From an optimization exercise on the open Yosys and OpenROAD flow, aimed at small area; shortcuts taken in it are not production practice. Only simulation tests tie the RTL to the original design; equivalence was not proved. Power figures rest on the tool's default switching activity, not on a simulated workload.

### config.mk
export PLATFORM = sky130hd
export DESIGN_NAME = PIEZO_reality_and_damedame
export DESIGN_NICKNAME = PIEZO_reality_and_damedame
export VERILOG_FILES = /design/flow/design.v
export SDC_FILE = /design/flow/constraint.sdc
export NUM_CORES = 4
export LEC_CHECK = 0
export ABC_AREA = 1
export CAP_MARGIN = 20
export CORE_MARGIN = 2
export CORE_UTILIZATION = 40
export SLEW_MARGIN = 20
### flow/cts_args.txt
-sink_clustering_enable -repair_clock_nets -dont_use_dummy_load
### flow/run.sh
#!/bin/bash
# The standard layout (standard.sh) with two synthesis changes, both in the
# combinational mapping only (registers are mapped before either step, so they
# are the standard synthesis's registers, same names and cell types):
#  - ABC maps with an area-oriented script (flow/abc_area.script) in place of
#    ORFS's delay-oriented one;
#  - Yosys's half/full-adder extraction (extract_fa) is skipped, so ABC sees
#    the adder logic as plain gates.
# and one layout change: clock tree synthesis runs with the arguments in
# flow/cts_args.txt (no dummy loads on the clock tree's leaves).
# Every other step is ORFS's own, run through standard.sh's make command.
set -euo pipefail
HERE=$(pwd)
rm -rf "$HERE/scripts_custom"
cp -r "$FLOW_HOME/scripts" "$HERE/scripts_custom"
cp "$HERE/flow/abc_area.script" "$HERE/scripts_custom/abc_area.script"
awk '/# extract the full adders/ {skip=1} /dont_use_after_adder_step/ {skip=0} !skip' \
  "$FLOW_HOME/scripts/synth.tcl" > "$HERE/scripts_custom/synth.tcl"
! grep -q extract_fa "$HERE/scripts_custom/synth.tcl"
CTS_ARGS=$(cat "$HERE/flow/cts_args.txt")
sed "s|make -C \([^ ]*\) |make -C \1 SCRIPTS_DIR=$HERE/scripts_custom ABC_AREA=1 CTS_ARGS='$CTS_ARGS' |" standard.sh > custom.sh
grep -q "SCRIPTS_DIR=$HERE/scripts_custom" custom.sh
bash custom.sh synth > synth.log 2>&1
bash custom.sh > layout.log 2>&1
test -s out/final.def
### design.v
module PIEZO_reality_and_damedame(RESETN, CLK_1MHZ, A, T, SONG);
  input RESETN, CLK_1MHZ, A, T;
  output SONG;
  reg h1; reg [5:0] i1; reg b1, f1, z1; reg [18:0] s1; reg [1:0] u1; reg [10:0] c1;
  reg [7:0] p2; reg b2, f2, z2; reg [17:0] s2; reg [10:0] c2;
  reg [3:0] n1id, n2id; reg [1:0] k1;
  reg [10:0] t1, t2; reg r1, r2;
  always @(*) begin
    case ({h1, i1})
      7'd0: begin n1id = 4'd6; k1 = 2'd2; end
      7'd1: begin n1id = 4'd11; k1 = 2'd0; end
      7'd2: begin n1id = 4'd5; k1 = 2'd0; end
      7'd3: begin n1id = 4'd6; k1 = 2'd1; end
      7'd4: begin n1id = 4'd7; k1 = 2'd0; end
      7'd5: begin n1id = 4'd9; k1 = 2'd0; end
      7'd6: begin n1id = 4'd6; k1 = 2'd1; end
      7'd7: begin n1id = 4'd0; k1 = 2'd0; end
      7'd8: begin n1id = 4'd12; k1 = 2'd0; end
      7'd9: begin n1id = 4'd5; k1 = 2'd0; end
      7'd10: begin n1id = 4'd6; k1 = 2'd1; end
      7'd11: begin n1id = 4'd7; k1 = 2'd0; end
      7'd12: begin n1id = 4'd9; k1 = 2'd0; end
      7'd13: begin n1id = 4'd6; k1 = 2'd3; end
      7'd14: begin n1id = 4'd1; k1 = 2'd2; end
      7'd15: begin n1id = 4'd2; k1 = 2'd0; end
      7'd16: begin n1id = 4'd6; k1 = 2'd3; end
      7'd17: begin n1id = 4'd0; k1 = 2'd0; end
      7'd18: begin n1id = 4'd11; k1 = 2'd0; end
      7'd19: begin n1id = 4'd10; k1 = 2'd0; end
      7'd20: begin n1id = 4'd9; k1 = 2'd0; end
      7'd21: begin n1id = 4'd6; k1 = 2'd0; end
      7'd22: begin n1id = 4'd7; k1 = 2'd1; end
      7'd23: begin n1id = 4'd8; k1 = 2'd0; end
      7'd24: begin n1id = 4'd7; k1 = 2'd1; end
      7'd25: begin n1id = 4'd0; k1 = 2'd0; end
      7'd26: begin n1id = 4'd11; k1 = 2'd0; end
      7'd27: begin n1id = 4'd2; k1 = 2'd0; end
      7'd28: begin n1id = 4'd3; k1 = 2'd1; end
      7'd29: begin n1id = 4'd4; k1 = 2'd0; end
      7'd30: begin n1id = 4'd3; k1 = 2'd1; end
      7'd31: begin n1id = 4'd0; k1 = 2'd0; end
      7'd32: begin n1id = 4'd9; k1 = 2'd0; end
      7'd33: begin n1id = 4'd3; k1 = 2'd0; end
      7'd34: begin n1id = 4'd5; k1 = 2'd1; end
      7'd35: begin n1id = 4'd6; k1 = 2'd0; end
      7'd36: begin n1id = 4'd5; k1 = 2'd2; end
      7'd37: begin n1id = 4'd6; k1 = 2'd0; end
      7'd38: begin n1id = 4'd7; k1 = 2'd3; end
      7'd39: begin n1id = 4'd0; k1 = 2'd1; end
      7'd40: begin n1id = 4'd0; k1 = 2'd0; end
      7'd41: begin n1id = 4'd0; k1 = 2'd0; end
      7'd42: begin n1id = 4'd0; k1 = 2'd0; end
      7'd43: begin n1id = 4'd0; k1 = 2'd0; end
      7'd44: begin n1id = 4'd0; k1 = 2'd0; end
      7'd45: begin n1id = 4'd0; k1 = 2'd0; end
      7'd46: begin n1id = 4'd0; k1 = 2'd0; end
      7'd47: begin n1id = 4'd0; k1 = 2'd0; end
      7'd48: begin n1id = 4'd0; k1 = 2'd0; end
      7'd49: begin n1id = 4'd0; k1 = 2'd0; end
      7'd50: begin n1id = 4'd0; k1 = 2'd0; end
      7'd51: begin n1id = 4'd0; k1 = 2'd0; end
      7'd52: begin n1id = 4'd0; k1 = 2'd0; end
      7'd53: begin n1id = 4'd0; k1 = 2'd0; end
      7'd54: begin n1id = 4'd0; k1 = 2'd0; end
      7'd55: begin n1id = 4'd0; k1 = 2'd0; end
      7'd56: begin n1id = 4'd0; k1 = 2'd0; end
      7'd57: begin n1id = 4'd0; k1 = 2'd0; end
      7'd58: begin n1id = 4'd0; k1 = 2'd0; end
      7'd59: begin n1id = 4'd0; k1 = 2'd0; end
      7'd60: begin n1id = 4'd0; k1 = 2'd0; end
      7'd61: begin n1id = 4'd0; k1 = 2'd0; end
      7'd62: begin n1id = 4'd0; k1 = 2'd0; end
      7'd63: begin n1id = 4'd0; k1 = 2'd0; end
      7'd64: begin n1id = 4'd6; k1 = 2'd2; end
      7'd65: begin n1id = 4'd11; k1 = 2'd0; end
      7'd66: begin n1id = 4'd5; k1 = 2'd0; end
      7'd67: begin n1id = 4'd6; k1 = 2'd1; end
      7'd68: begin n1id = 4'd7; k1 = 2'd0; end
      7'd69: begin n1id = 4'd9; k1 = 2'd0; end
      7'd70: begin n1id = 4'd6; k1 = 2'd1; end
      7'd71: begin n1id = 4'd0; k1 = 2'd0; end
      7'd72: begin n1id = 4'd12; k1 = 2'd0; end
      7'd73: begin n1id = 4'd5; k1 = 2'd0; end
      7'd74: begin n1id = 4'd6; k1 = 2'd1; end
      7'd75: begin n1id = 4'd7; k1 = 2'd0; end
      7'd76: begin n1id = 4'd9; k1 = 2'd0; end
      7'd77: begin n1id = 4'd6; k1 = 2'd3; end
      7'd78: begin n1id = 4'd1; k1 = 2'd2; end
      7'd79: begin n1id = 4'd2; k1 = 2'd0; end
      7'd80: begin n1id = 4'd6; k1 = 2'd3; end
      7'd81: begin n1id = 4'd0; k1 = 2'd0; end
      7'd82: begin n1id = 4'd11; k1 = 2'd0; end
      7'd83: begin n1id = 4'd10; k1 = 2'd0; end
      7'd84: begin n1id = 4'd9; k1 = 2'd0; end
      7'd85: begin n1id = 4'd6; k1 = 2'd0; end
      7'd86: begin n1id = 4'd7; k1 = 2'd1; end
      7'd87: begin n1id = 4'd8; k1 = 2'd0; end
      7'd88: begin n1id = 4'd7; k1 = 2'd1; end
      7'd89: begin n1id = 4'd0; k1 = 2'd0; end
      7'd90: begin n1id = 4'd11; k1 = 2'd0; end
      7'd91: begin n1id = 4'd2; k1 = 2'd0; end
      7'd92: begin n1id = 4'd3; k1 = 2'd1; end
      7'd93: begin n1id = 4'd4; k1 = 2'd0; end
      7'd94: begin n1id = 4'd3; k1 = 2'd1; end
      7'd95: begin n1id = 4'd0; k1 = 2'd0; end
      7'd96: begin n1id = 4'd9; k1 = 2'd0; end
      7'd97: begin n1id = 4'd3; k1 = 2'd0; end
      7'd98: begin n1id = 4'd5; k1 = 2'd1; end
      7'd99: begin n1id = 4'd6; k1 = 2'd0; end
      7'd100: begin n1id = 4'd7; k1 = 2'd2; end
      7'd101: begin n1id = 4'd9; k1 = 2'd1; end
      7'd102: begin n1id = 4'd9; k1 = 2'd3; end
      7'd103: begin n1id = 4'd0; k1 = 2'd1; end
      7'd104: begin n1id = 4'd0; k1 = 2'd0; end
      7'd105: begin n1id = 4'd0; k1 = 2'd0; end
      7'd106: begin n1id = 4'd0; k1 = 2'd0; end
      7'd107: begin n1id = 4'd0; k1 = 2'd0; end
      7'd108: begin n1id = 4'd0; k1 = 2'd0; end
      7'd109: begin n1id = 4'd0; k1 = 2'd0; end
      7'd110: begin n1id = 4'd0; k1 = 2'd0; end
      7'd111: begin n1id = 4'd0; k1 = 2'd0; end
      7'd112: begin n1id = 4'd0; k1 = 2'd0; end
      7'd113: begin n1id = 4'd0; k1 = 2'd0; end
      7'd114: begin n1id = 4'd0; k1 = 2'd0; end
      7'd115: begin n1id = 4'd0; k1 = 2'd0; end
      7'd116: begin n1id = 4'd0; k1 = 2'd0; end
      7'd117: begin n1id = 4'd0; k1 = 2'd0; end
      7'd118: begin n1id = 4'd0; k1 = 2'd0; end
      7'd119: begin n1id = 4'd0; k1 = 2'd0; end
      7'd120: begin n1id = 4'd0; k1 = 2'd0; end
      7'd121: begin n1id = 4'd0; k1 = 2'd0; end
      7'd122: begin n1id = 4'd0; k1 = 2'd0; end
      7'd123: begin n1id = 4'd0; k1 = 2'd0; end
      7'd124: begin n1id = 4'd0; k1 = 2'd0; end
      7'd125: begin n1id = 4'd0; k1 = 2'd0; end
      7'd126: begin n1id = 4'd0; k1 = 2'd0; end
      7'd127: begin n1id = 4'd0; k1 = 2'd0; end
    endcase
  end
  always @(*) begin
    case (n1id)
      4'd0: begin r1 = 1'b1; t1 = 11'd0; end   
      4'd1: begin r1 = 1'b0; t1 = 11'd769; end   
      4'd2: begin r1 = 1'b0; t1 = 11'd989; end   
      4'd3: begin r1 = 1'b0; t1 = 11'd168; end   
      4'd4: begin r1 = 1'b0; t1 = 11'd1275; end   
      4'd5: begin r1 = 1'b0; t1 = 11'd992; end   
      4'd6: begin r1 = 1'b0; t1 = 11'd138; end   
      4'd7: begin r1 = 1'b0; t1 = 11'd937; end   
      4'd8: begin r1 = 1'b0; t1 = 11'd490; end   
      4'd9: begin r1 = 1'b0; t1 = 11'd1895; end   
      4'd10: begin r1 = 1'b0; t1 = 11'd1222; end   
      4'd11: begin r1 = 1'b0; t1 = 11'd1524; end   
      4'd12: begin r1 = 1'b0; t1 = 11'd498; end   
      4'd13: begin r1 = 1'b0; t1 = 11'd0; end
      4'd14: begin r1 = 1'b0; t1 = 11'd0; end
      4'd15: begin r1 = 1'b0; t1 = 11'd0; end
    endcase
  end
  always @(*) begin
    case (p2)
      8'd0: n2id = 4'd0;
      8'd1: n2id = 4'd0;
      8'd2: n2id = 4'd3;
      8'd3: n2id = 4'd2;
      8'd4: n2id = 4'd3;
      8'd5: n2id = 4'd1;
      8'd6: n2id = 4'd1;
      8'd7: n2id = 4'd1;
      8'd8: n2id = 4'd1;
      8'd9: n2id = 4'd1;
      8'd10: n2id = 4'd0;
      8'd11: n2id = 4'd3;
      8'd12: n2id = 4'd3;
      8'd13: n2id = 4'd4;
      8'd14: n2id = 4'd4;
      8'd15: n2id = 4'd4;
      8'd16: n2id = 4'd4;
      8'd17: n2id = 4'd3;
      8'd18: n2id = 4'd3;
      8'd19: n2id = 4'd2;
      8'd20: n2id = 4'd2;
      8'd21: n2id = 4'd5;
      8'd22: n2id = 4'd6;
      8'd23: n2id = 4'd6;
      8'd24: n2id = 4'd6;
      8'd25: n2id = 4'd6;
      8'd26: n2id = 4'd6;
      8'd27: n2id = 4'd6;
      8'd28: n2id = 4'd6;
      8'd29: n2id = 4'd0;
      8'd30: n2id = 4'd0;
      8'd31: n2id = 4'd0;
      8'd32: n2id = 4'd0;
      8'd33: n2id = 4'd6;
      8'd34: n2id = 4'd7;
      8'd35: n2id = 4'd8;
      8'd36: n2id = 4'd7;
      8'd37: n2id = 4'd7;
      8'd38: n2id = 4'd7;
      8'd39: n2id = 4'd7;
      8'd40: n2id = 4'd7;
      8'd41: n2id = 4'd0;
      8'd42: n2id = 4'd0;
      8'd43: n2id = 4'd5;
      8'd44: n2id = 4'd5;
      8'd45: n2id = 4'd4;
      8'd46: n2id = 4'd4;
      8'd47: n2id = 4'd4;
      8'd48: n2id = 4'd4;
      8'd49: n2id = 4'd1;
      8'd50: n2id = 4'd1;
      8'd51: n2id = 4'd4;
      8'd52: n2id = 4'd4;
      8'd53: n2id = 4'd2;
      8'd54: n2id = 4'd3;
      8'd55: n2id = 4'd3;
      8'd56: n2id = 4'd3;
      8'd57: n2id = 4'd3;
      8'd58: n2id = 4'd3;
      8'd59: n2id = 4'd3;
      8'd60: n2id = 4'd3;
      8'd61: n2id = 4'd0;
      8'd62: n2id = 4'd0;
      8'd63: n2id = 4'd0;
      8'd64: n2id = 4'd0;
      8'd65: n2id = 4'd3;
      8'd66: n2id = 4'd2;
      8'd67: n2id = 4'd3;
      8'd68: n2id = 4'd1;
      8'd69: n2id = 4'd1;
      8'd70: n2id = 4'd1;
      8'd71: n2id = 4'd1;
      8'd72: n2id = 4'd1;
      8'd73: n2id = 4'd0;
      8'd74: n2id = 4'd0;
      8'd75: n2id = 4'd5;
      8'd76: n2id = 4'd4;
      8'd77: n2id = 4'd3;
      8'd78: n2id = 4'd3;
      8'd79: n2id = 4'd3;
      8'd80: n2id = 4'd3;
      8'd81: n2id = 4'd2;
      8'd82: n2id = 4'd2;
      8'd83: n2id = 4'd2;
      8'd84: n2id = 4'd2;
      8'd85: n2id = 4'd6;
      8'd86: n2id = 4'd6;
      8'd87: n2id = 4'd2;
      8'd88: n2id = 4'd2;
      8'd89: n2id = 4'd3;
      8'd90: n2id = 4'd3;
      8'd91: n2id = 4'd3;
      8'd92: n2id = 4'd3;
      8'd93: n2id = 4'd3;
      8'd94: n2id = 4'd3;
      8'd95: n2id = 4'd0;
      8'd96: n2id = 4'd0;
      8'd97: n2id = 4'd0;
      8'd98: n2id = 4'd0;
      8'd99: n2id = 4'd8;
      8'd100: n2id = 4'd7;
      8'd101: n2id = 4'd6;
      8'd102: n2id = 4'd7;
      8'd103: n2id = 4'd3;
      8'd104: n2id = 4'd3;
      8'd105: n2id = 4'd3;
      8'd106: n2id = 4'd3;
      8'd107: n2id = 4'd3;
      8'd108: n2id = 4'd3;
      8'd109: n2id = 4'd0;
      8'd110: n2id = 4'd0;
      8'd111: n2id = 4'd0;
      8'd112: n2id = 4'd0;
      8'd113: n2id = 4'd0;
      8'd114: n2id = 4'd0;
      8'd115: n2id = 4'd8;
      8'd116: n2id = 4'd7;
      8'd117: n2id = 4'd6;
      8'd118: n2id = 4'd7;
      8'd119: n2id = 4'd2;
      8'd120: n2id = 4'd2;
      8'd121: n2id = 4'd2;
      8'd122: n2id = 4'd2;
      8'd123: n2id = 4'd2;
      8'd124: n2id = 4'd2;
      8'd125: n2id = 4'd0;
      8'd126: n2id = 4'd0;
      8'd127: n2id = 4'd0;
      8'd128: n2id = 4'd0;
      8'd129: n2id = 4'd2;
      8'd130: n2id = 4'd3;
      8'd131: n2id = 4'd4;
      8'd132: n2id = 4'd3;
      8'd133: n2id = 4'd3;
      8'd134: n2id = 4'd0;
      8'd135: n2id = 4'd0;
      8'd136: n2id = 4'd0;
      8'd137: n2id = 4'd0;
      8'd138: n2id = 4'd0;
      8'd139: n2id = 4'd0;
      8'd140: n2id = 4'd0;
      8'd141: n2id = 4'd0;
      8'd142: n2id = 4'd0;
      8'd143: n2id = 4'd0;
      8'd144: n2id = 4'd0;
      8'd145: n2id = 4'd0;
      8'd146: n2id = 4'd0;
      8'd147: n2id = 4'd0;
      8'd148: n2id = 4'd0;
      8'd149: n2id = 4'd0;
      8'd150: n2id = 4'd0;
      8'd151: n2id = 4'd0;
      8'd152: n2id = 4'd0;
      8'd153: n2id = 4'd0;
      8'd154: n2id = 4'd0;
      8'd155: n2id = 4'd0;
      8'd156: n2id = 4'd0;
      8'd157: n2id = 4'd0;
      8'd158: n2id = 4'd0;
      8'd159: n2id = 4'd0;
      8'd160: n2id = 4'd0;
      8'd161: n2id = 4'd0;
      8'd162: n2id = 4'd0;
      8'd163: n2id = 4'd0;
      8'd164: n2id = 4'd0;
      8'd165: n2id = 4'd0;
      8'd166: n2id = 4'd0;
      8'd167: n2id = 4'd0;
      8'd168: n2id = 4'd0;
      8'd169: n2id = 4'd0;
      8'd170: n2id = 4'd0;
      8'd171: n2id = 4'd0;
      8'd172: n2id = 4'd0;
      8'd173: n2id = 4'd0;
      8'd174: n2id = 4'd0;
      8'd175: n2id = 4'd0;
      8'd176: n2id = 4'd0;
      8'd177: n2id = 4'd0;
      8'd178: n2id = 4'd0;
      8'd179: n2id = 4'd0;
      8'd180: n2id = 4'd0;
      8'd181: n2id = 4'd0;
      8'd182: n2id = 4'd0;
      8'd183: n2id = 4'd0;
      8'd184: n2id = 4'd0;
      8'd185: n2id = 4'd0;
      8'd186: n2id = 4'd0;
      8'd187: n2id = 4'd0;
      8'd188: n2id = 4'd0;
      8'd189: n2id = 4'd0;
      8'd190: n2id = 4'd0;
      8'd191: n2id = 4'd0;
      8'd192: n2id = 4'd0;
      8'd193: n2id = 4'd0;
      8'd194: n2id = 4'd0;
      8'd195: n2id = 4'd0;
      8'd196: n2id = 4'd0;
      8'd197: n2id = 4'd0;
      8'd198: n2id = 4'd0;
      8'd199: n2id = 4'd0;
      8'd200: n2id = 4'd0;
      8'd201: n2id = 4'd0;
      8'd202: n2id = 4'd0;
      8'd203: n2id = 4'd0;
      8'd204: n2id = 4'd0;
      8'd205: n2id = 4'd0;
      8'd206: n2id = 4'd0;
      8'd207: n2id = 4'd0;
      8'd208: n2id = 4'd0;
      8'd209: n2id = 4'd0;
      8'd210: n2id = 4'd0;
      8'd211: n2id = 4'd0;
      8'd212: n2id = 4'd0;
      8'd213: n2id = 4'd0;
      8'd214: n2id = 4'd0;
      8'd215: n2id = 4'd0;
      8'd216: n2id = 4'd0;
      8'd217: n2id = 4'd0;
      8'd218: n2id = 4'd0;
      8'd219: n2id = 4'd0;
      8'd220: n2id = 4'd0;
      8'd221: n2id = 4'd0;
      8'd222: n2id = 4'd0;
      8'd223: n2id = 4'd0;
      8'd224: n2id = 4'd0;
      8'd225: n2id = 4'd0;
      8'd226: n2id = 4'd0;
      8'd227: n2id = 4'd0;
      8'd228: n2id = 4'd0;
      8'd229: n2id = 4'd0;
      8'd230: n2id = 4'd0;
      8'd231: n2id = 4'd0;
      8'd232: n2id = 4'd0;
      8'd233: n2id = 4'd0;
      8'd234: n2id = 4'd0;
      8'd235: n2id = 4'd0;
      8'd236: n2id = 4'd0;
      8'd237: n2id = 4'd0;
      8'd238: n2id = 4'd0;
      8'd239: n2id = 4'd0;
      8'd240: n2id = 4'd0;
      8'd241: n2id = 4'd0;
      8'd242: n2id = 4'd0;
      8'd243: n2id = 4'd0;
      8'd244: n2id = 4'd0;
      8'd245: n2id = 4'd0;
      8'd246: n2id = 4'd0;
      8'd247: n2id = 4'd0;
      8'd248: n2id = 4'd0;
      8'd249: n2id = 4'd0;
      8'd250: n2id = 4'd0;
      8'd251: n2id = 4'd0;
      8'd252: n2id = 4'd0;
      8'd253: n2id = 4'd0;
      8'd254: n2id = 4'd0;
      8'd255: n2id = 4'd0;
    endcase
  end
  always @(*) begin
    case (n2id)
      4'd0: begin r2 = 1'b1; t2 = 11'd0; end   
      4'd1: begin r2 = 1'b0; t2 = 11'd989; end   
      4'd2: begin r2 = 1'b0; t2 = 11'd168; end   
      4'd3: begin r2 = 1'b0; t2 = 11'd992; end   
      4'd4: begin r2 = 1'b0; t2 = 11'd138; end   
      4'd5: begin r2 = 1'b0; t2 = 11'd937; end   
      4'd6: begin r2 = 1'b0; t2 = 11'd1895; end   
      4'd7: begin r2 = 1'b0; t2 = 11'd1223; end   
      4'd8: begin r2 = 1'b0; t2 = 11'd1524; end   
      4'd9: begin r2 = 1'b0; t2 = 11'd0; end
      4'd10: begin r2 = 1'b0; t2 = 11'd0; end
      4'd11: begin r2 = 1'b0; t2 = 11'd0; end
      4'd12: begin r2 = 1'b0; t2 = 11'd0; end
      4'd13: begin r2 = 1'b0; t2 = 11'd0; end
      4'd14: begin r2 = 1'b0; t2 = 11'd0; end
      4'd15: begin r2 = 1'b0; t2 = 11'd0; end
    endcase
  end
  assign SONG = (A & ~T) ? b1 : ((~A & T) ? b2 : 1'b0);
  wire e1 = h1 & (i1 == 6'd40);                    
  wire w1 = (s1 == 19'd222116);                  
  wire n1 = ~f1 & w1 & (u1 == k1);                
  wire m1 = z1 | (~f1 & (c1 == t1));               
  wire e2 = (p2 == 8'd133);                         
  always @(negedge RESETN or posedge CLK_1MHZ)
    if (!RESETN) begin
      h1 <= 1'b0; i1 <= 6'd62; b1 <= 1'b0; f1 <= 1'b1;
    end else if (!A || e1) begin
      h1 <= 1'b0; i1 <= 6'd62; b1 <= 1'b0; f1 <= 1'b1;
    end else begin
      f1 <= n1;
      if (n1) begin
        if (!h1 && i1 == 6'd39) begin h1 <= 1'b1; i1 <= 6'd0; end
        else i1 <= i1 + 6'd1;
      end else if (m1) b1 <= ~b1;
    end
  always @(posedge CLK_1MHZ) begin
    z1 <= e2 | r1;
    if (f1 || w1) s1 <= 19'd0; else s1 <= {s1[17:0], ~(s1[18] ^ s1[11])};
    if (f1) u1 <= 2'd0; else if (w1) u1 <= u1 + 2'd1;
    if (m1) c1 <= 11'd0; else if (f1) c1 <= 11'd1; else c1 <= {c1[9:0], ~(c1[10] ^ c1[8])};
  end
  wire w2 = (s2 == 18'd159553);                  
  wire n2 = ~f2 & w2;
  wire m2 = z2 | (~f2 & (c2 == t2));
  always @(negedge RESETN or posedge CLK_1MHZ)
    if (!RESETN) begin
      p2 <= 8'd0; b2 <= 1'b0; f2 <= 1'b1;
    end else if (!T) begin
      p2 <= 8'd0; b2 <= 1'b0; f2 <= 1'b1;
    end else if (e2) begin
      p2 <= 8'd0; f2 <= 1'b1;
    end else begin
      f2 <= n2;
      if (n2) p2 <= p2 + 8'd1;
      else if (m2) b2 <= ~b2;
    end
  always @(posedge CLK_1MHZ) begin
    z2 <= r2;
    if (f2 || w2) s2 <= 18'd0; else s2 <= {s2[16:0], ~(s2[17] ^ s2[10])};
    if (m2) c2 <= 11'd0; else if (f2) c2 <= 11'd1; else c2 <= {c2[9:0], ~(c2[10] ^ c2[8])};
  end
endmodule
### flow/abc_area.script
strash
dc2
balance
rewrite
refactor
balance
rewrite
rewrite -z
balance
refactor -z
rewrite -z
balance
&get -n
&deepsyn -T 60
&put
balance
rewrite
refactor
balance
rewrite
rewrite -z
balance
refactor -z
rewrite -z
balance
dch -f
amap
### constraint.sdc
create_clock -name core_clock -period 10.0 [get_ports {CLK_1MHZ}]
set_input_delay 2.0000 -clock core_clock [delete_from_list [all_inputs] [get_ports {CLK_1MHZ}]]
set_output_delay 2.0000 -clock core_clock [all_outputs]
set_load 0.01 [all_outputs]
### standard.sh
#!/bin/bash
# synth_recipe.tcl (not shown) runs the flow's synth.tcl, then flattens the netlist and writes it again
# the make line also repeats each setting of config.mk as NAME=value (left out here)
make -C /OpenROAD-flow-scripts/flow DESIGN_CONFIG=/design/flow/config.mk WORK_HOME=/design/flow/orfs CLKGATE_MAP_FILE= SYNTH_SCRIPT=/design/flow/synth_recipe.tcl "${@:-finish}"
==> notes.md, run 1 <==
Logic synthesis:
- After Yosys synthesis, and, or, nand and nor cells account for a little over a quarter of the synthesized area.
- The count of warnings emitted by yosys is 1.
- Yosys mapped the design onto 37 distinct sky130hd cell types.
- The combinational family with the most area after synthesis is simple AND/OR/NAND/NOR gates.
- The average footprint of a synthesized cell is ~7.5 um^2.
- The number of flip-flops and latches in the synthesized netlist is 82.
- The cell area that synthesis handed to floorplanning was a little under 4000 um^2.
- Summing the sequential cell areas from Yosys gives 45.3% of the chip area.
- The instance count of the mapped netlist is between 500 and 600.
- Of the total synthesized cell area, the portion taken by XOR and XNOR cells is 0%.
- The adder-cell area share of the yosys netlist is 0%.
- In the synthesized netlist, mux cells make up 0% of the area.
- The number of nets in the synthesized netlist is 520.
- The compound-gate portion of the synthesized area is 19.9%.

Placed design:
- The number of cells in the design after placement is 649.
- The routability-driven placement congestion ratio is 0.876.
- Timing analysis after detailed placement gives a worst setup slack of 4.64 ns.
- The count of input and output buffers is 4.
- The HPWL after detailed placement is 6100 um.

Timing:
- The final count of hold timing violations is 0.
- The portion of the clock cycle consumed by the worst path in the final layout is a little over half.
- The count of final max-slew check failures is 0.
- The actual slew at the worst max-slew pin is roughly 0.86 ns.
- The max-slew headroom at the worst pin is roughly two fifths.
- The setup TNS is 0 ns.
- Across all setup checks in the final design, the least slack found is approximately 4.6 ns.
- The post-layout minimum cycle time is 5.36 ns.
- The final worst clock skew is 0.0397 ns.
- The maximum operating frequency is 186 MHz.
- Setup repair after global routing left no endpoint under its margin.
- The number of setup violations in the final report is 0.

Min path:
- In this run the most critical hold path is launched from z1.
- The type of the worst min-delay path is register to register.

Drt:
- The total vias in the final route is 3437.
- After detailed routing, the total wire length is 8120 um.
- In the routed layout, each cell is associated on average with a via count of 5.22.
- The number of remaining DRC errors is 0.
- The first-pass iteration count of the detailed router is 4.
- In the final routed layout, each cell accounts on average for 12.3 um.
- For this block, the initial DRC count from the detailed router was 170.
- In this run the remaining antenna-violating nets after routing total 0.

Cells and area:
- In the final layout, flip-flops and latches occupy 1750 um^2.
- The share of cells above drive strength 1 is 3.02%.
- The final standard cell utilization of the core is 45.0%.
- The footprint of the multi-input gates is 1820 um^2.
- The number of inserted diodes is 0.
- The count of filler cells inserted in the layout is 981.
- The area growth from synthesis to layout is 8.44%.
- The number of non-filler instances in the completed layout is 658.
- For this run, the post-layout net count is approximately 540.

Setup path:
- The startpoint of the lowest-slack register-to-register path is i1[0].
- STA puts the critical path data required time at 8.00 ns.
- Along the worst path, the maximum fanout reaches 3.
- Tracing the worst setup path back leads to its startpoint at A.
- STA classifies the critical path startpoint as a primary input.
- By startpoint and endpoint, the worst setup path is classified as primary input to output port.
- The signal arrival time at the worst endpoint is 3.36 ns.
- The nature of the critical path endpoint is an output port.

Pwr:
- The power density over the cells is roughly 130 nW/um^2.
- The cell leakage power is 1.48 nW.
- The total power of the final layout is 0.537 mW.
- VDD sags by at most between 0.00006 and 0.00007 V.

Global route:
- Entering global routing, the biggest net connects 20 pins.
- Summed over all layers, the global routing overflow is 0.
- The first-pass GRT wire length is 13800 um.
- The initial antenna violation count is 0.
- The global routing usage summed across all routing layers is 16.5%.
- The number of global-route vias before repair was 3053.

Floorplan:
- The number of I/O pins is 5.
- Once the floorplan was initialized, standard cells occupied about 42% of the core.
- The floorplan step defined a die boundary enclosing roughly 10000 um^2.
- The number of rows created at floorplan is 35.
- In this run the horizontal extent of the chip is 102 um.
- The die is 102 um tall.
- The core area is 9280 um^2.

Clock network:
- The clock latency on the worst-skew pair is about 0.36 ns.
- The CTS tree is yes.
- The number of post-CTS setup repair buffers is 0.
- The deepest level of the CTS H-tree is 3.
- The CTS root buffer is clkbuf_8.
- After clock tree synthesis, the clock-pin slew on the worst setup and hold paths is approximately 0.10 ns.
- For this design, the CTS-stage hold fixing added 0 buffers.
- The number of clock sinks seen by CTS is 82.
- In this run the deepest clock path goes through 2 buffers.
- Buffers inserted during clock tree synthesis total 9.
- The number of gates given a new drive strength after cts is 0.

Run:
- The number of violations of the max-capacitance limit is 0.

Status:
- The flow ran to the end and the layout has no timing, DRC or antenna violations.
## critical path, cell delays in order
cell and delay, ns:
clkdlybuf4s50_1 0.49, clkinv_1 0.10, nor2_1 0.11, a32o_1 0.14
clkdlybuf4s50_1 0.53
## where the power goes
part / internal, mW / switching [mW]
Combinational: 0.00632 / 0.0128
Sequential: 0.331 / 0.00266
Clock: 0.0805 / 0.103
## stage by stage
stage          area (um^2)  hold WS, ns
6_report              4180        0.415
5_1_grt               4180        0.426
4_1_cts               4180        0.413
3_5_place_dp          4060        0.408
3_3_place_gp          4060        0.410
2_1_floorplan         3850        0.398
## kinds of logic (layout without fill, tap and decap cells)
kind of cell           Yosys count  after routing
AOI/OAI and AO/OA              121            121
buffers and inverters           76             89
DFF                             82             82
and+or+nand+nor                237            237
## per-layer routing
| layer | global-route usage [%] | share of wire, % |
|---|---|---|
| met1 | 23.6 | 52 |
| met3 | 3.69 | 4.4 |
| met4 | 5.74 | 1.4 |
| met5 | 0 | 0 |
| met2 | 24.7 | 42 |
## registers in the layout, summed over array words and instances, names as in the netlist
name / count
s1: 19
s2: 18
c1: 11
c2: 11
p2: 8
i1: 6
u1: 2
b1: 1
b2: 1
f1: 1
f2: 1
h1: 1
z1: 1
z2: 1
## placed cells by master, fill, tap and decap left out, types with 3 or more instances in the layout
cell	instances
a211oi_1	10
a21oi_1	33
a221oi_1	4
a31oi_1	10
clkbuf_8	9
clkdlybuf4s50_1	4
clkinv_1	76
dfrtp_1	12
dfstp_2	7
dfxtp_1	63
nand2_1	32
nand3_1	6
nand4_1	8
nor2_1	130
nor2b_1	27
nor3_1	15
nor4_1	6
o211ai_1	5
o21ai_0	29
o22ai_1	6
o32ai_1	3
or2_0	3
or3_1	5
or4_1	3
## cells in the mapped netlist
master       n  share of area [%]
a2111oi_0    2               0.45
a211o_1      1               0.23
a211oi_1    10                1.9
a21o_1       2               0.39
a21oi_1     33                4.3
a221oi_1     4               0.91
a22oi_1      2               0.39
a311oi_1     2               0.45
a31oi_1     10                1.6
a32o_1       1               0.26
a32oi_1      2               0.45
a41oi_1      1               0.23
and3_1       1               0.16
clkinv_1    76                7.4
dfrtp_1     12                7.8
dfstp_2      7                4.8
dfxtp_1     63                 33
nand2_1     32                3.1
nand3_1      6               0.78
nand4_1      8                1.3
nor2_1     130                 13
nor2b_1     27                4.4
nor3_1      15                1.9
nor4_1       6               0.97
nor4b_1      1               0.23
o211a_1      2               0.52
o211ai_1     5               0.97
o21a_1       2               0.39
o21ai_0     29                3.8
o221ai_1     1               0.23
o22ai_1      6               0.97
o32a_1       2               0.52
o32ai_1      3               0.68
o41ai_1      1               0.23
or2_0        3               0.49
or3_1        5               0.81
or4_1        3               0.58
## final timing paths
| kind | slack, ns | cells after the start | endpoint |
|---|---|---|---|
| setup / recovery | 4.64 | 5 | SONG |
| hold / removal | 0.41 | 1 | c1[0] |
| setup reg to reg | 5.34 | 19 | c1[4] |
| hold reg to reg | 0.41 | 1 | c1[0] |
| max in group asynchronous | 7.33 | 1 | b2 |
| min in group asynchronous | 2.14 | 1 | h1 |
## cell type report
| type | instances | area share [%] |
|---|---|---|
| multi-input combinational | 358 | 43.6 |
| sequential | 82 | 41.8 |
| inverter | 76 | 6.82 |
| tap | 129 | 3.86 |
| clock buffer | 9 | 2.96 |
| timing repair buffer | 4 | 0.958 |
==> run 2: changes to the inputs <==
==> flow/abc_area.script (replaced) <==
strash
dc2
balance
rewrite
refactor
balance
rewrite
rewrite -z
balance
refactor -z
rewrite -z
balance
dch -f
amap
==> flow/cts_args.txt (replaced) <==
-repair_clock_nets -dont_use_dummy_load
==> notes.md, run 2 <==
Clock network:
- TritonCTS built the clock tree.
- The number of gates given a new drive strength after cts is 0 (unchanged).
- The maximum number of buffers from clock root to sink is 2 (unchanged).
- The quantity of hold-fixing buffers added after cts was 0 (unchanged).
- The number of post-CTS setup repair buffers is 0 (unchanged).
- The deepest level of the CTS H-tree is 3 (unchanged).
- The number of clock sinks seen by CTS came to 82 (unchanged).
- The total clock buffers created by CTS came to 9 (unchanged).
- The clock latency on the worst-skew pair is 0.35 ns (about the same).
- CTS placed an instance of clkbuf_8 at the clock tree root.
- The clock-pin slew of the registers on the worst-case setup and hold paths is 0.09 ns (about the same).

Timing:
- The portion of the clock cycle consumed by the worst path in the final layout is 53.1% (-0.57 points).
- The actual slew at the worst max-slew pin was 0.857 ns (-0.00736 ns).
- The final count of hold timing violations was 0 (unchanged).
- The maximum operating frequency is 188 MHz (+1.1%).
- The count of final max-slew check failures is 0 (unchanged).
- The final worst slack is 4.69 ns (+0.0565 ns).
- The number of setup violations in the final report is 0 (unchanged).
- The post-layout minimum cycle time is 5.31 ns (-0.0565 ns).
- The max-slew headroom at the worst pin is 42.0% (+0.22 points).
- The setup TNS is 0 ns (unchanged).
- The final worst clock skew came to 0.0271 ns (-0.0126 ns).
- Setup repair after global routing left no endpoint under its margin.

Logic synthesis:
- The post-synth design cell area is 3950 um^2 (+2.5%).
- The number of nets produced by synthesis is 533 (+2.5%).
- The number of flops mapped to enable cells by yosys is 0 (unchanged).
- The async set or reset register ratio after synthesis is 23.2% (unchanged).
- The dominant cell by count in the synthesized netlist is nor2_1.
- After synthesis, the cell types taking the most area are dfxtp_1 32%, nor2_1 13%, dfrtp_1 7.6%, clkinv_1 7.1%, nor2b_1 5.5%.
- The instance count of the mapped netlist is 529 (+2.5%).
- The sequential share of the synthesized area is 44.2% (-1.1 points).
- The average footprint of a synthesized cell is 7.47 um^2 (about the same).
- The predominant post-synthesis flop cell is dfxtp_1.
- The count of distinct cell types in the synthesized netlist is 39 (+5.4%).
- The number of flip-flops and latches in the synthesized netlist came to 82 (unchanged).
- The leading area contributor after synthesis is dfxtp_1.
- The count of warnings emitted by yosys was 1 (unchanged).
- The area fraction of the dominant cell type after synthesis is 31.9% (-0.81 points).
- By count the netlist is led by 138 x nor2_1, 75 x clkinv_1, 63 x dfxtp_1.

Global route:
- The final global-route overflow total came to 0 (unchanged).
- The maximum number of pins on one net before global-route repair was 20 (unchanged).
- The first-pass GRT wire length was 14700 um (+6.9%).
- The number of global-route vias before repair came to 3219 (+5.4%).
- The initial antenna violation count is 0 (unchanged).
- The global routing usage summed across all routing layers was 17.2% (+0.69 points).

Pwr:
- The net switching power of the design is 0.108 mW (-9.3%).
- The power density over the cells is 122 nW/um^2 (-4.9%).
- The share of power burned in combinational logic is 2.2% (-1.4 points).
- The switching share of total power is 20.6% (-1.5 points).
- The total power of the final layout is 0.523 mW (-2.6%).
- The design internal power came to 0.415 mW (-0.64%).
- The clock power share is 34.1% (about the same).
- The fraction of power consumed by sequential logic is 63.6% (+1.4 points).
- The cell leakage power is 1.48 nW (-0.56%).
- The worst IR drop on VDD is 0.0000808 V (+27%).

Cells and area:
- The number of flip-flops under the largest register name is 19 (unchanged).
- The number of inserted diodes is 0 (unchanged).
- Leaving out fill and tap cells, the most frequent cell in the layout is nor2_1.
- In the layout the commonest cells are 138 x nor2_1, 75 x clkinv_1, 63 x dfxtp_1, 35 x nor2b_1, 33 x a21oi_1.
- The growth of design area from synthesis to finish came to 8.36% (about the same).
- The number of nets in the final layout is 548 (+2.4%).
- The share of cells above drive strength 1 is 2.95% (-0.073 points).
- The count of filler cells inserted in the layout is 986 (+0.51%).
- The final cell area excluding filler cells is 4280 um^2 (+2.5%).
- Ranked by flip-flop count, first place goes to s1.
- The largest registers in the layout are s1 x19, s2 x18.

Status:
- The flow ran to the end and the layout has no timing, DRC or antenna violations.

Setup path:
- The setup slack of the most critical reg-to-reg path is 5.42 ns (+0.08 ns).
- STA classifies the critical path startpoint as a primary input.
- The required time of the critical path is 8.00 ns (about the same).
- The signal arrival time at the worst endpoint is 3.31 ns (-0.05 ns).
- The worst-path maximum fanout was 3 (unchanged).
- The worst flop-to-flop path endpoint is c1[7].
- The worst register-to-register path begins at i1[1].
- The worst-case reg-to-reg path depth is 21 (+2).
- The worst setup path is captured at an output port.
- The kind of critical path is primary input to output port.

Drt:
- The count of antenna-violating nets left after detailed routing is 0 (unchanged).
- The via-per-instance ratio came to 5.38 (+3.1%).
- The number of DRC violations after detailed-routing iteration 0 is 194 (+14%).
- The first-pass iteration count of the detailed router is 5 (+1).
- The wire length per cell is 12.8 um (+4.1%).
- The number of remaining DRC errors is 0 (unchanged).
- The total routed wirelength was 8670 um (+6.7%).
- The total vias in the final route was 3634 (+5.7%).

Placed design:
- The routability-driven placement congestion ratio is 0.959 (+9.5%).
- The count of input and output buffers is 4 (unchanged).
- The minimum setup slack after placement is 4.68 ns (+0.0379 ns).
- The HPWL after detailed placement is 6530 um (+7.0%).
- The cell area reported after detailed placement was 4160 um^2 (+2.5%).

Run:
- The number of violations of the max-capacitance limit was 0 (unchanged).

Floorplan:
- The height of the die is 103 um (+1.2%).
- The die span in x is 103 um (+1.2%).
- The number of I/O pins came to 5 (unchanged).
- The number of rows created at floorplan is 36 (+2.9%).
- The die outline area is 10700 um^2 (+2.4%).
- The starting density of the core came to 40.8% (-0.71 points).
- The core area is 9680 um^2 (+4.3%).

Min path:
- The type of the worst min-delay path is register to register.
- The hold path endpoint is s1[7].
- The instance count along the most critical hold path is 2 (+1).
- The hold path startpoint is s1[6].
-- run 2: changes by cell type in the layout (fill, tap and decap cells not counted), sizes merged, moves of 3 or more --
cell	change
nand2	-9
nor2b	+8
a2111oi	+6
a31oi	-3
a211oi	-3
nor2	+8
o211ai	-3
-- run 2: how the worst max path moves through the flow --
stage,start,end,slack (ns),cells after the start
floorplan,A,SONG,5.67,3
global placement,A,SONG,4.69,5
detailed placement,A,SONG,4.68,5
CTS,A,SONG,4.68,5
global route,A,SONG,4.59,5
finish,A,SONG,4.69,5
-- run 2: metal layers --
metal	wire, um	share of wire [%]	track usage, %
met1	4280	49	24.2
met2	3750	43	26.0
met3	518	6.0	4.30
met4	128	1.5	5.57
met5	0	0	0
-- run 2: power by group through the flow --
stage                     Clock (mW)  Sequential, mW  Combinational, mW
after global placement             0           0.340             0.0118
after global routing           0.201           0.333             0.0137
final                          0.178           0.333             0.0117
after floorplan                    0           0.339            0.00684
after detailed placement           0           0.340             0.0119
after CTS                      0.186           0.333             0.0120
-- run 2: critical path, stage by stage --
cell and delay [ns]:
clkdlybuf4s50_1 0.46, clkinv_1 0.09, nor2_1 0.11, a32o_1 0.13, clkdlybuf4s50_1 0.53
-- run 2: cells by family after synthesis --
| logic type | synth area share (%) |
|---|---|
| AO/OA/AOI/OAI | 20.4 |
| buffers and inverters | 7.12 |
| flip-flops | 44.2 |
| AND/OR/NAND/NOR | 28.3 |
-- run 2: area by class of cell --
cell class	instances	area [um^2]	area share (%)
clock buffer	9	124	2.89
inverter	75	282	6.57
multi-input combinational	372	1930	45.0
sequential	82	1750	40.8
tap	133	166	3.89
timing repair buffer	4	40.0	0.935
-- run 2: stage by stage --
stage                     hold slack [ns]  util, %  instances
after global routing                0.439     44.2        675
final                               0.405     44.2        675
after detailed placement            0.413     42.9        666
after CTS                           0.411     44.2        675
after global placement              0.406     42.9        666
after floorplan                     0.398        -        529
==> run 3: changes to the inputs <==
==> flow/cts_args.txt (replaced) <==
-sink_clustering_enable -repair_clock_nets -dont_use_dummy_load -sink_clustering_size 40 -sink_clustering_max_diameter 200 -sink_clustering_levels 1 -buf_list sky130_fd_sc_hd__clkbuf_16
==> notes.md, run 3 <==
Logic synthesis:
- The dominant cell by count in the synthesized netlist is nor2_1.
- The count of distinct cell types in the synthesized netlist is 39 (unchanged).
- The instance count of the mapped netlist is 529 (unchanged).
- The async set or reset register ratio after synthesis is 23.2% (unchanged).
- The number of flops mapped to enable cells by yosys is 0 (unchanged).
- The number of flip-flops and latches in the synthesized netlist was 82 (unchanged).
- Ranked by instance count, the synthesized netlist is headed by 138 x nor2_1, 75 x clkinv_1, 63 x dfxtp_1.
- The sequential share of the synthesized area was 44.2% (unchanged).
- The count of warnings emitted by yosys is 1 (unchanged).
- In the synthesized netlist the dominant register cell turns out to be dfxtp_1.
- By area the synthesized netlist is led by dfxtp_1 32%, nor2_1 13%, dfrtp_1 7.6%, clkinv_1 7.1%, nor2b_1 5.5%.
- The average footprint of a synthesized cell was 7.47 um^2 (unchanged).
- The leading area contributor after synthesis is dfxtp_1.
- The number of nets produced by synthesis was 533 (unchanged).
- The area fraction of the dominant cell type after synthesis is 31.9% (unchanged).
- The post-synth design cell area is 3950 um^2 (unchanged).

Pwr:
- The fraction of power consumed by sequential logic is 54.5% (-9.1 points).
- The power density over the cells is 139 nW/um^2 (+14%).
- The clock power share is 43.6% (+9.5 points).
- The switching share of total power is 19.4% (-1.2 points).
- The worst IR drop on VDD is 0.0000995 V (+23%).
- The share of power burned in combinational logic is 1.9% (-0.3 points).
- The design internal power is 0.493 mW (+19%).
- The cell leakage power was 1.52 nW (+3.1%).
- The net switching power of the design is 0.118 mW (+10%).
- The total power of the final layout came to 0.611 mW (+17%).

Timing:
- Setup repair after global routing left no endpoint under its margin.
- The portion of the clock cycle consumed by the worst path in the final layout is 53.1% (about the same).
- The final count of hold timing violations was 0 (unchanged).
- The final worst clock skew was 0.0167 ns (-0.0104 ns).
- The maximum operating frequency is 188 MHz (about the same).
- The count of final max-slew check failures is 0 (unchanged).
- The max-slew headroom at the worst pin is 41.3% (-0.72 points).
- The actual slew at the worst max-slew pin is 0.868 ns (+0.0106 ns).
- The number of setup violations in the final report is 0 (unchanged).
- The setup TNS is 0 ns (unchanged).
- The post-layout minimum cycle time is 5.31 ns (-0.0000100 ns).

Floorplan:
- The number of I/O pins is 5 (unchanged).
- The number of rows created at floorplan is 36 (unchanged).
- The height of the die was 103 um (unchanged).
- The die span in x is 103 um (unchanged).
- The core area is 9680 um^2 (unchanged).
- The starting density of the core is 40.8% (unchanged).
- The die outline area is 10700 um^2 (unchanged).

Setup path:
- The worst-path maximum fanout was 3 (unchanged).
- The worst-case reg-to-reg path depth is 20 (-4.8%).
- The most critical setup path has its endpoint at SONG.
- The most critical setup path has its startpoint at A.
- The setup slack of the most critical reg-to-reg path is 5.43 ns (about the same).
- The signal arrival time at the worst endpoint was 3.31 ns (about the same).
- Walking the worst path, the cells encountered are clkdlybuf4s50_1 > clkinv_1 > nor2_1 > a32o_1 > clkdlybuf4s50_1.
- The worst flop-to-flop path endpoint is b2.
- The worst setup path is of the primary input to output port kind.
- The kind of launch point of the worst setup path is a primary input.
- The highest-delay cell along the critical path is clkdlybuf4s50_1.
- The critical path's largest stage delay is 0.53 ns (about the same).
- The worst register-to-register path begins at p2[2].
- The required time of the critical path came to 8.00 ns (about the same).
- STA classifies the critical path endpoint as an output port.
- The most numerous cell type found on the critical path is clkdlybuf4s50_1.

Cells and area:
- Leaving out fill and tap cells, the most frequent cells in the layout are 138 x nor2_1, 75 x clkinv_1, 63 x dfxtp_1, 35 x nor2b_1, 33 x a21oi_1.
- The footprint of the multi-input gates is 1930 um^2 (unchanged).
- The number of inserted diodes came to 0 (unchanged).
- The number of flip-flops under the largest register name came to 19 (unchanged).
- The count of filler cells inserted in the layout is 968 (-1.8%).
- The growth of design area from synthesis to finish is 10.9%.
- The share of cells above drive strength 1 is 2.95% (unchanged).
- The most common cell after layout, fill and taps aside is nor2_1.
- The largest registers in the layout are s1 x19, s2 x18.
- The final standard cell utilization of the core came to 45.3% (+1.0 points).
- The final cell area excluding filler cells is 4380 um^2 (+2.4%).
- The register ranked first by flip-flop count is s1.
- The number of nets in the final layout was 548 (unchanged).
- The storage element area is 1750 um^2 (unchanged).

Clock network:
- The maximum number of buffers from clock root to sink is 2 (unchanged).
- Clock tree synthesis selected as its root buffer the cell clkbuf_16.
- TritonCTS built the clock tree.
- The total clock buffers created by CTS is 9 (unchanged).
- The quantity of hold-fixing buffers added after cts is 0 (unchanged).
- The number of post-CTS setup repair buffers is 0 (unchanged).
- The clock latency on the worst-skew pair was 0.34 ns (about the same).
- The number of clock sinks seen by CTS is 82 (unchanged).
- The deepest level of the CTS H-tree is 3 (unchanged).
- The number of gates given a new drive strength after cts came to 0 (unchanged).
- The clock-pin slew of the registers on the worst-case setup and hold paths is 0.06 ns (-0.03 ns).

Drt:
- The number of remaining DRC errors came to 0 (unchanged).
- The total routed wirelength is 8690 um (+0.27%).
- The via-per-instance ratio was 5.40 (+0.22%).
- The first-pass iteration count of the detailed router is 5 (unchanged).
- The total vias in the final route came to 3642 (+0.22%).
- The wire length per cell is 12.9 um (+0.27%).
- The count of antenna-violating nets left after detailed routing is 0 (unchanged).
- The number of DRC violations after detailed-routing iteration 0 is 193 (-0.52%).

Global route:
- The global routing usage summed across all routing layers is 17.3% (+0.11 points).
- The first-pass GRT wire length was 14800 um (+0.28%).
- The number of global-route vias before repair came to 3233 (+0.43%).
- The maximum number of pins on one net before global-route repair was 20 (unchanged).
- The final global-route overflow total came to 0 (unchanged).
- The initial antenna violation count was 0 (unchanged).

Placed design:
- The routability-driven placement congestion ratio is 0.959 (unchanged).
- The HPWL after detailed placement is 6530 um (unchanged).
- The count of input and output buffers was 4 (unchanged).
- The cell area reported after detailed placement came to 4160 um^2 (unchanged).

Run:
- The number of violations of the max-capacitance limit was 0 (unchanged).

Min path:
- The type of the worst min-delay path is register to register.

Status:
- The run finished with no timing, DRC or antenna violations.
## run 3: worst min-delay path by stage
stage	start	end	slack, ns	cells past startpoint
2_1_floorplan	s2[12]	s2[13]	0.40	2
3_3_place_gp	s2[15]	s2[16]	0.41	2
3_5_place_dp	s2[12]	s2[13]	0.41	2
4_1_cts	s1[6]	s1[7]	0.42	2
5_1_grt	s1[6]	s1[7]	0.44	2
6_report	s1[6]	s1[7]	0.41	2
## run 3: critical path: cells and delay by family
| kind | cells | cell delay (ns) |
|---|---|---|
| AND/OR/NAND/NOR | 1 | 0.11 |
| buffers and inverters | 3 | 1.08 |
| AO/OA/AOI/OAI | 1 | 0.13 |
## run 3: logic make-up (layout without fill, tap and decap cells)
logic type             Yosys count  in the layout  synth area share (%)
AND/OR/NAND/NOR                247            247                  28.3
flip-flops                      82             82                  44.2
buffers and inverters           75             88                  7.12
AO/OA/AOI/OAI                  125            125                  20.4
## run 3: area by class of cell
type                            instances  share of cell area (%)
Sequential cell                        82                    39.8
Clock buffer                            9                    5.14
Multi-Input combinational cell        372                    43.9
Timing Repair Buffer                    4                   0.913
Tap cell                              133                    3.80
Inverter                               75                    6.42
## run 3: metrics by stage
step                      setup slack [ns]  hold WS, ns  std cells
final                                 4.69        0.408        675
after global routing                  4.59        0.443        675
after CTS                             4.68        0.416        675
after detailed placement              4.68        0.413        666
after global placement                4.69        0.406        666
after floorplan                       5.67        0.398        529
## run 3: power groups by stage
stage / clock (mW) / combinational, mW / sequential, mW
finish: 0.266 / 0.0118 / 0.333
global route: 0.288 / 0.0137 / 0.333
CTS: 0.275 / 0.0120 / 0.333
detailed placement: 0 / 0.0119 / 0.340
global placement: 0 / 0.0118 / 0.340
floorplan: 0 / 0.00684 / 0.339
## run 3: metal layers
metal / up-vias / part of all wire (%) / track usage [%]
met3: 18 / 5.5 / 4.30
met5: - / 0 / 0
met2: 127 / 43 / 26.2
li1: 1862 / - / -
met4: 0 / 1.7 / 6.17
met1: 1635 / 50 / 24.1
==> run 4: changes to the inputs <==
--- a/design.v
+++ b/design.v
@@ -141,16 +141,16 @@
     case (n1id)
       4'd0: begin r1 = 1'b1; t1 = 11'd0; end   
-      4'd1: begin r1 = 1'b0; t1 = 11'd769; end   
-      4'd2: begin r1 = 1'b0; t1 = 11'd989; end   
-      4'd3: begin r1 = 1'b0; t1 = 11'd168; end   
-      4'd4: begin r1 = 1'b0; t1 = 11'd1275; end   
-      4'd5: begin r1 = 1'b0; t1 = 11'd992; end   
-      4'd6: begin r1 = 1'b0; t1 = 11'd138; end   
-      4'd7: begin r1 = 1'b0; t1 = 11'd937; end   
-      4'd8: begin r1 = 1'b0; t1 = 11'd490; end   
-      4'd9: begin r1 = 1'b0; t1 = 11'd1895; end   
-      4'd10: begin r1 = 1'b0; t1 = 11'd1222; end   
-      4'd11: begin r1 = 1'b0; t1 = 11'd1524; end   
-      4'd12: begin r1 = 1'b0; t1 = 11'd498; end   
+      4'd1: begin r1 = 1'b0; t1 = 11'd427; end   
+      4'd2: begin r1 = 1'b0; t1 = 11'd375; end   
+      4'd3: begin r1 = 1'b0; t1 = 11'd514; end   
+      4'd4: begin r1 = 1'b0; t1 = 11'd1617; end   
+      4'd5: begin r1 = 1'b0; t1 = 11'd330; end   
+      4'd6: begin r1 = 1'b0; t1 = 11'd544; end   
+      4'd7: begin r1 = 1'b0; t1 = 11'd259; end   
+      4'd8: begin r1 = 1'b0; t1 = 11'd832; end   
+      4'd9: begin r1 = 1'b0; t1 = 11'd1485; end   
+      4'd10: begin r1 = 1'b0; t1 = 11'd1644; end   
+      4'd11: begin r1 = 1'b0; t1 = 11'd1886; end   
+      4'd12: begin r1 = 1'b0; t1 = 11'd856; end   
       4'd13: begin r1 = 1'b0; t1 = 11'd0; end
       4'd14: begin r1 = 1'b0; t1 = 11'd0; end
@@ -421,12 +421,12 @@
     case (n2id)
       4'd0: begin r2 = 1'b1; t2 = 11'd0; end   
-      4'd1: begin r2 = 1'b0; t2 = 11'd989; end   
-      4'd2: begin r2 = 1'b0; t2 = 11'd168; end   
-      4'd3: begin r2 = 1'b0; t2 = 11'd992; end   
-      4'd4: begin r2 = 1'b0; t2 = 11'd138; end   
-      4'd5: begin r2 = 1'b0; t2 = 11'd937; end   
-      4'd6: begin r2 = 1'b0; t2 = 11'd1895; end   
-      4'd7: begin r2 = 1'b0; t2 = 11'd1223; end   
-      4'd8: begin r2 = 1'b0; t2 = 11'd1524; end   
+      4'd1: begin r2 = 1'b0; t2 = 11'd375; end   
+      4'd2: begin r2 = 1'b0; t2 = 11'd514; end   
+      4'd3: begin r2 = 1'b0; t2 = 11'd330; end   
+      4'd4: begin r2 = 1'b0; t2 = 11'd544; end   
+      4'd5: begin r2 = 1'b0; t2 = 11'd259; end   
+      4'd6: begin r2 = 1'b0; t2 = 11'd1485; end   
+      4'd7: begin r2 = 1'b0; t2 = 11'd1645; end   
+      4'd8: begin r2 = 1'b0; t2 = 11'd1886; end   
       4'd9: begin r2 = 1'b0; t2 = 11'd0; end
       4'd10: begin r2 = 1'b0; t2 = 11'd0; end
@@ -440,8 +440,10 @@
   assign SONG = (A & ~T) ? b1 : ((~A & T) ? b2 : 1'b0);
   wire e1 = h1 & (i1 == 6'd40);                    
-  wire w1 = (s1 == 19'd222116);                  
+  wire w1 = (s1 == 19'd16690);                  
   wire n1 = ~f1 & w1 & (u1 == k1);                
   wire m1 = z1 | (~f1 & (c1 == t1));               
   wire e2 = (p2 == 8'd133);                         
+  wire l1 = w1 | f1;
+  wire g1 = m1 | f1;
   always @(negedge RESETN or posedge CLK_1MHZ)
     if (!RESETN) begin
@@ -458,11 +460,14 @@
   always @(posedge CLK_1MHZ) begin
     z1 <= e2 | r1;
-    if (f1 || w1) s1 <= 19'd0; else s1 <= {s1[17:0], ~(s1[18] ^ s1[11])};
+    s1 <= l1 ? 19'd0 : {~s1[17:0], (s1[18] ^ s1[12])};
     if (f1) u1 <= 2'd0; else if (w1) u1 <= u1 + 2'd1;
-    if (m1) c1 <= 11'd0; else if (f1) c1 <= 11'd1; else c1 <= {c1[9:0], ~(c1[10] ^ c1[8])};
+    c1[10:1] <= g1 ? 10'b0101010101 : ~c1[9:0];
+    c1[0] <= m1 ? 1'b0 : (f1 ? 1'b1 : ~(c1[10] ^ c1[8]));
   end
-  wire w2 = (s2 == 18'd159553);                  
+  wire w2 = (s2 == 18'd19070);                  
   wire n2 = ~f2 & w2;
   wire m2 = z2 | (~f2 & (c2 == t2));
+  wire l2 = w2 | f2;
+  wire g2 = m2 | f2;
   always @(negedge RESETN or posedge CLK_1MHZ)
     if (!RESETN) begin
@@ -479,6 +484,7 @@
   always @(posedge CLK_1MHZ) begin
     z2 <= r2;
-    if (f2 || w2) s2 <= 18'd0; else s2 <= {s2[16:0], ~(s2[17] ^ s2[10])};
-    if (m2) c2 <= 11'd0; else if (f2) c2 <= 11'd1; else c2 <= {c2[9:0], ~(c2[10] ^ c2[8])};
+    s2 <= l2 ? 18'd0 : {~s2[16:0], (s2[17] ^ s2[10])};
+    c2[10:1] <= g2 ? 10'b0101010101 : ~c2[9:0];
+    c2[0] <= m2 ? 1'b0 : (f2 ? 1'b1 : ~(c2[10] ^ c2[8]));
   end
 endmodule
==> flow/cts_args.txt (replaced) <==
-sink_clustering_enable -repair_clock_nets -dont_use_dummy_load -root_buf sky130_fd_sc_hd__clkbuf_8 -buf_list sky130_fd_sc_hd__clkbuf_4
==> notes.md, run 4 <==
Cells and area:
- In the layout the commonest cells are 148 x nor2_1, 63 x dfxtp_1, 54 x clkinv_1, 35 x nand2_1, 33 x o21ai_0.
- The number of inserted diodes came to 0 (unchanged).
- The number of nets in the final layout is 529 (-3.5%).
- The most common cell after layout, fill and taps aside is nor2_1.
- The growth of design area from synthesis to finish is 8.66%.
- In the final layout, the registers with the most flip-flops are s1 x19, s2 x18.
- More flip-flops sit in one register than any other, and that register is s1.
- The number of flip-flops under the largest register name is 19 (unchanged).
- The count of filler cells inserted in the layout is 968 (unchanged).
- The footprint of the multi-input gates is 1900 um^2 (-1.5%).
- The storage element area is 1750 um^2 (unchanged).
- The share of cells above drive strength 1 came to 3.25% (+0.30 points).

Pwr:
- The cell leakage power is 1.47 nW (-3.5%).
- The power density over the cells came to 130 nW/um^2 (-6.7%).
- The total power of the final layout is 0.544 mW (-11%).
- The worst IR drop on VDD is 0.0000821 V (-17%).

Global route:
- The number of global-route vias before repair came to 3293 (+1.9%).
- The maximum number of pins on one net before global-route repair is 20 (unchanged).
- The first-pass GRT wire length is 15100 um (+2.2%).
- The initial antenna violation count was 0 (unchanged).
- The final global-route overflow total is 0 (unchanged).
- The global routing usage summed across all routing layers is 18.1% (+0.73 points).

Clock network:
- The number of post-CTS setup repair buffers is 0 (unchanged).
- The clock-pin slew of the registers on the worst-case setup and hold paths is 0.07 ns (about the same).
- The total clock buffers created by CTS is 9 (unchanged).
- The quantity of hold-fixing buffers added after cts is 0 (unchanged).
- The deepest level of the CTS H-tree is 3 (unchanged).
- The clock latency on the worst-skew pair came to 0.34 ns (about the same).
- The maximum number of buffers from clock root to sink came to 2 (unchanged).
- TritonCTS built the clock tree.
- The CTS root buffer is clkbuf_8.
- The number of clock sinks seen by CTS was 82 (unchanged).
- The number of gates given a new drive strength after cts came to 0 (unchanged).

Drt:
- The first-pass iteration count of the detailed router was 4 (-1).
- The number of DRC violations after detailed-routing iteration 0 is 195 (+1.0%).
- The via-per-instance ratio came to 5.50 (+1.9%).
- The wire length per cell was 13.4 um (+3.9%).
- The total routed wirelength is 8730 um (+0.39%).
- The count of antenna-violating nets left after detailed routing is 0 (unchanged).
- The number of remaining DRC errors is 0 (unchanged).
- The total vias in the final route is 3586 (-1.5%).

Setup path:
- The worst setup path is launched from a primary input.
- The critical path is of the primary input to output port type.
- The startpoint of the lowest-slack register-to-register path is p2[2].
- The endpoint identified for the worst register-to-register timing path is b2.
- The worst-path maximum fanout came to 2 (-1).
- The setup slack of the most critical reg-to-reg path is 5.43 ns (about the same).
- The worst-case reg-to-reg path depth is 20 (unchanged).
- The signal arrival time at the worst endpoint is 3.35 ns (+0.04 ns).
- The nature of the critical path endpoint is an output port.
- The required time of the critical path came to 8.00 ns (about the same).

Timing:
- The number of setup violations in the final report was 0 (unchanged).
- Setup repair after global routing left no endpoint under its margin.
- The final count of hold timing violations was 0 (unchanged).
- The maximum operating frequency is 187 MHz (-0.85%).
- The setup TNS is 0 ns (unchanged).
- The count of final max-slew check failures is 0 (unchanged).
- The max-slew headroom at the worst pin was 35.1% (-6.2 points).
- The post-layout minimum cycle time is 5.35 ns (+0.0455 ns).
- The actual slew at the worst max-slew pin is 0.970 ns (+0.102 ns).
- The portion of the clock cycle consumed by the worst path in the final layout came to 53.5% (+0.46 points).
- The final worst clock skew is 0.0248 ns (+0.00807 ns).

Min path:
- The worst hold path terminates at s1[7].
- The instance count along the most critical hold path is 1 (-1).
- The type of the worst min-delay path is register to register.
- In this run the most critical hold path is launched from s1[6].

Logic synthesis:
- The async set or reset register ratio after synthesis is 23.2% (unchanged).
- The number of flip-flops and latches in the synthesized netlist is 82 (unchanged).
- The instance count of the mapped netlist is 509 (-3.8%).
- The commonest cells after synthesis are 148 x nor2_1, 63 x dfxtp_1, 54 x clkinv_1.
- In the post-synthesis netlist, the biggest area contributors are dfxtp_1 33%, nor2_1 14%, dfrtp_1 7.8%, clkinv_1 5.3%, dfstp_2 4.8%.
- The sequential share of the synthesized area is 45.4% (+1.2 points).
- The average footprint of a synthesized cell is 7.55 um^2 (+1.1%).
- The number of nets produced by synthesis came to 513 (-3.8%).
- The count of warnings emitted by yosys is 1 (unchanged).
- The area fraction of the dominant cell type after synthesis is 32.8% (+0.89 points).
- The count of distinct cell types in the synthesized netlist is 41 (+5.1%).
- The predominant post-synthesis flop cell is dfxtp_1.
- By instance count, the leading cell after synthesis is nor2_1.
- The biggest area contributor in the post-synthesis netlist is dfxtp_1.
- The post-synth design cell area is 3840 um^2 (-2.7%).
- The number of flops mapped to enable cells by yosys is 0 (unchanged).

Floorplan:
- The core area was 9280 um^2 (-4.1%).
- The die outline area was 10400 um^2 (-2.6%).
- The number of I/O pins came to 5 (unchanged).
- The number of rows created at floorplan is 35 (-2.8%).
- The height of the die is 102 um (-1.3%).
- The die span in x was 102 um (-1.3%).
- The starting density of the core is 41.4% (+0.60 points).

Run:
- The number of violations of the max-capacitance limit came to 0 (unchanged).

Placed design:
- The HPWL after detailed placement is 6540 um (+0.15%).
- The count of input and output buffers was 4 (unchanged).
- The routability-driven placement congestion ratio came to 0.912 (-4.9%).

Status:
- The flow ran to the end and the layout has no timing, DRC or antenna violations.
run 4: cell types whose count changed after synthesis, moves of 6 or more:
cell | before | now
nand2_1 | 23 | 35
nor2_1 | 138 | 148
nor2b_1 | 35 | 6
nand4_1 | 9 | 1
clkinv_1 | 75 | 54
a21oi_1 | 33 | 24
nand3_1 | 8 | 14
run 4: routing by layer:
metal,vias up,wire length (um),track usage [%]
li1,1814,-,-
met1,1654,4500,26.4
met2,105,3680,27.0
met3,13,413,2.67
met4,0,140,6.77
met5,-,0,0
run 4: cells by family after synthesis:
family,Yosys count,synth area share [%]
XOR/XNOR,4,0.911
buffers and inverters,54,5.27
flip-flops,82,45.4
AO/OA/AOI/OAI,122,20.7
AND/OR/NAND/NOR,247,27.7
run 4: report_power, final:
group          internal [mW]  switching, mW
registers              0.340        0.00649
logic                0.00718         0.0106
clock network         0.0805         0.0990
total                  0.428          0.116
run 4: how the worst max path moves through the flow:
stage / startpoint / slack (ns) / to / depth (start not counted)
after floorplan: A / 5.69 / SONG / 3
after global placement: A / 4.68 / SONG / 5
after detailed placement: A / 4.66 / SONG / 5
after CTS: A / 4.65 / SONG / 5
after global routing: A / 4.59 / SONG / 5
final: A / 4.65 / SONG / 5
run 4: stage by stage:
step                setup WS [ns]  hold slack [ns]  cells  util [%]  cell area, um^2
floorplan                    5.69            0.384    509         -             3840
global placement             4.68            0.391    643      43.7             4050
detailed placement           4.66            0.396    643      43.7             4050
CTS                          4.65            0.402    652      45.0             4180
global route                 4.59            0.422    652      45.0             4180
finish                       4.65            0.401    652      45.0             4180
run 4: worst max-delay path, stage by stage:
cell	delay [ns]
clkdlybuf4s50_1	0.50
clkinv_1	0.09
nor2_1	0.11
a32o_1	0.13
clkdlybuf4s50_1	0.53
run 4: final cells by class:
class | count | area share (%)
Inverter | 54 | 4.85
Multi-Input combinational cell | 373 | 45.4
Sequential cell | 82 | 41.8
Clock buffer | 9 | 2.96
Timing Repair Buffer | 5 | 1.14
Tap cell | 129 | 3.86

-- port drivers added, routing unchanged --
No port has a modelled driver above. Below, the same layouts with a new extraction and two added sets of constraints. Step 1 assumes that a clkbuf_16 drives the clock port and a buf_2 every other input. Step 2 also shifts input and output timing later by t, the mid clock arrival at the registers, as if the neighbouring blocks saw the same clock. Three values: ideal, step 1, step 2; two values: the first two.
run	shift t [ns]	slack for setup (ns)	pins driven straight from the clock port
run 1	0.373	4.636 / 4.611 / 4.611	1
run 2	0.365	4.693 / 4.664 / 4.664	1
run 3	0.360	4.693 / 4.664 / 4.664	1
run 4	0.362	4.647 / 4.622 / 4.622	1
After both steps every run listed still meets setup and hold.
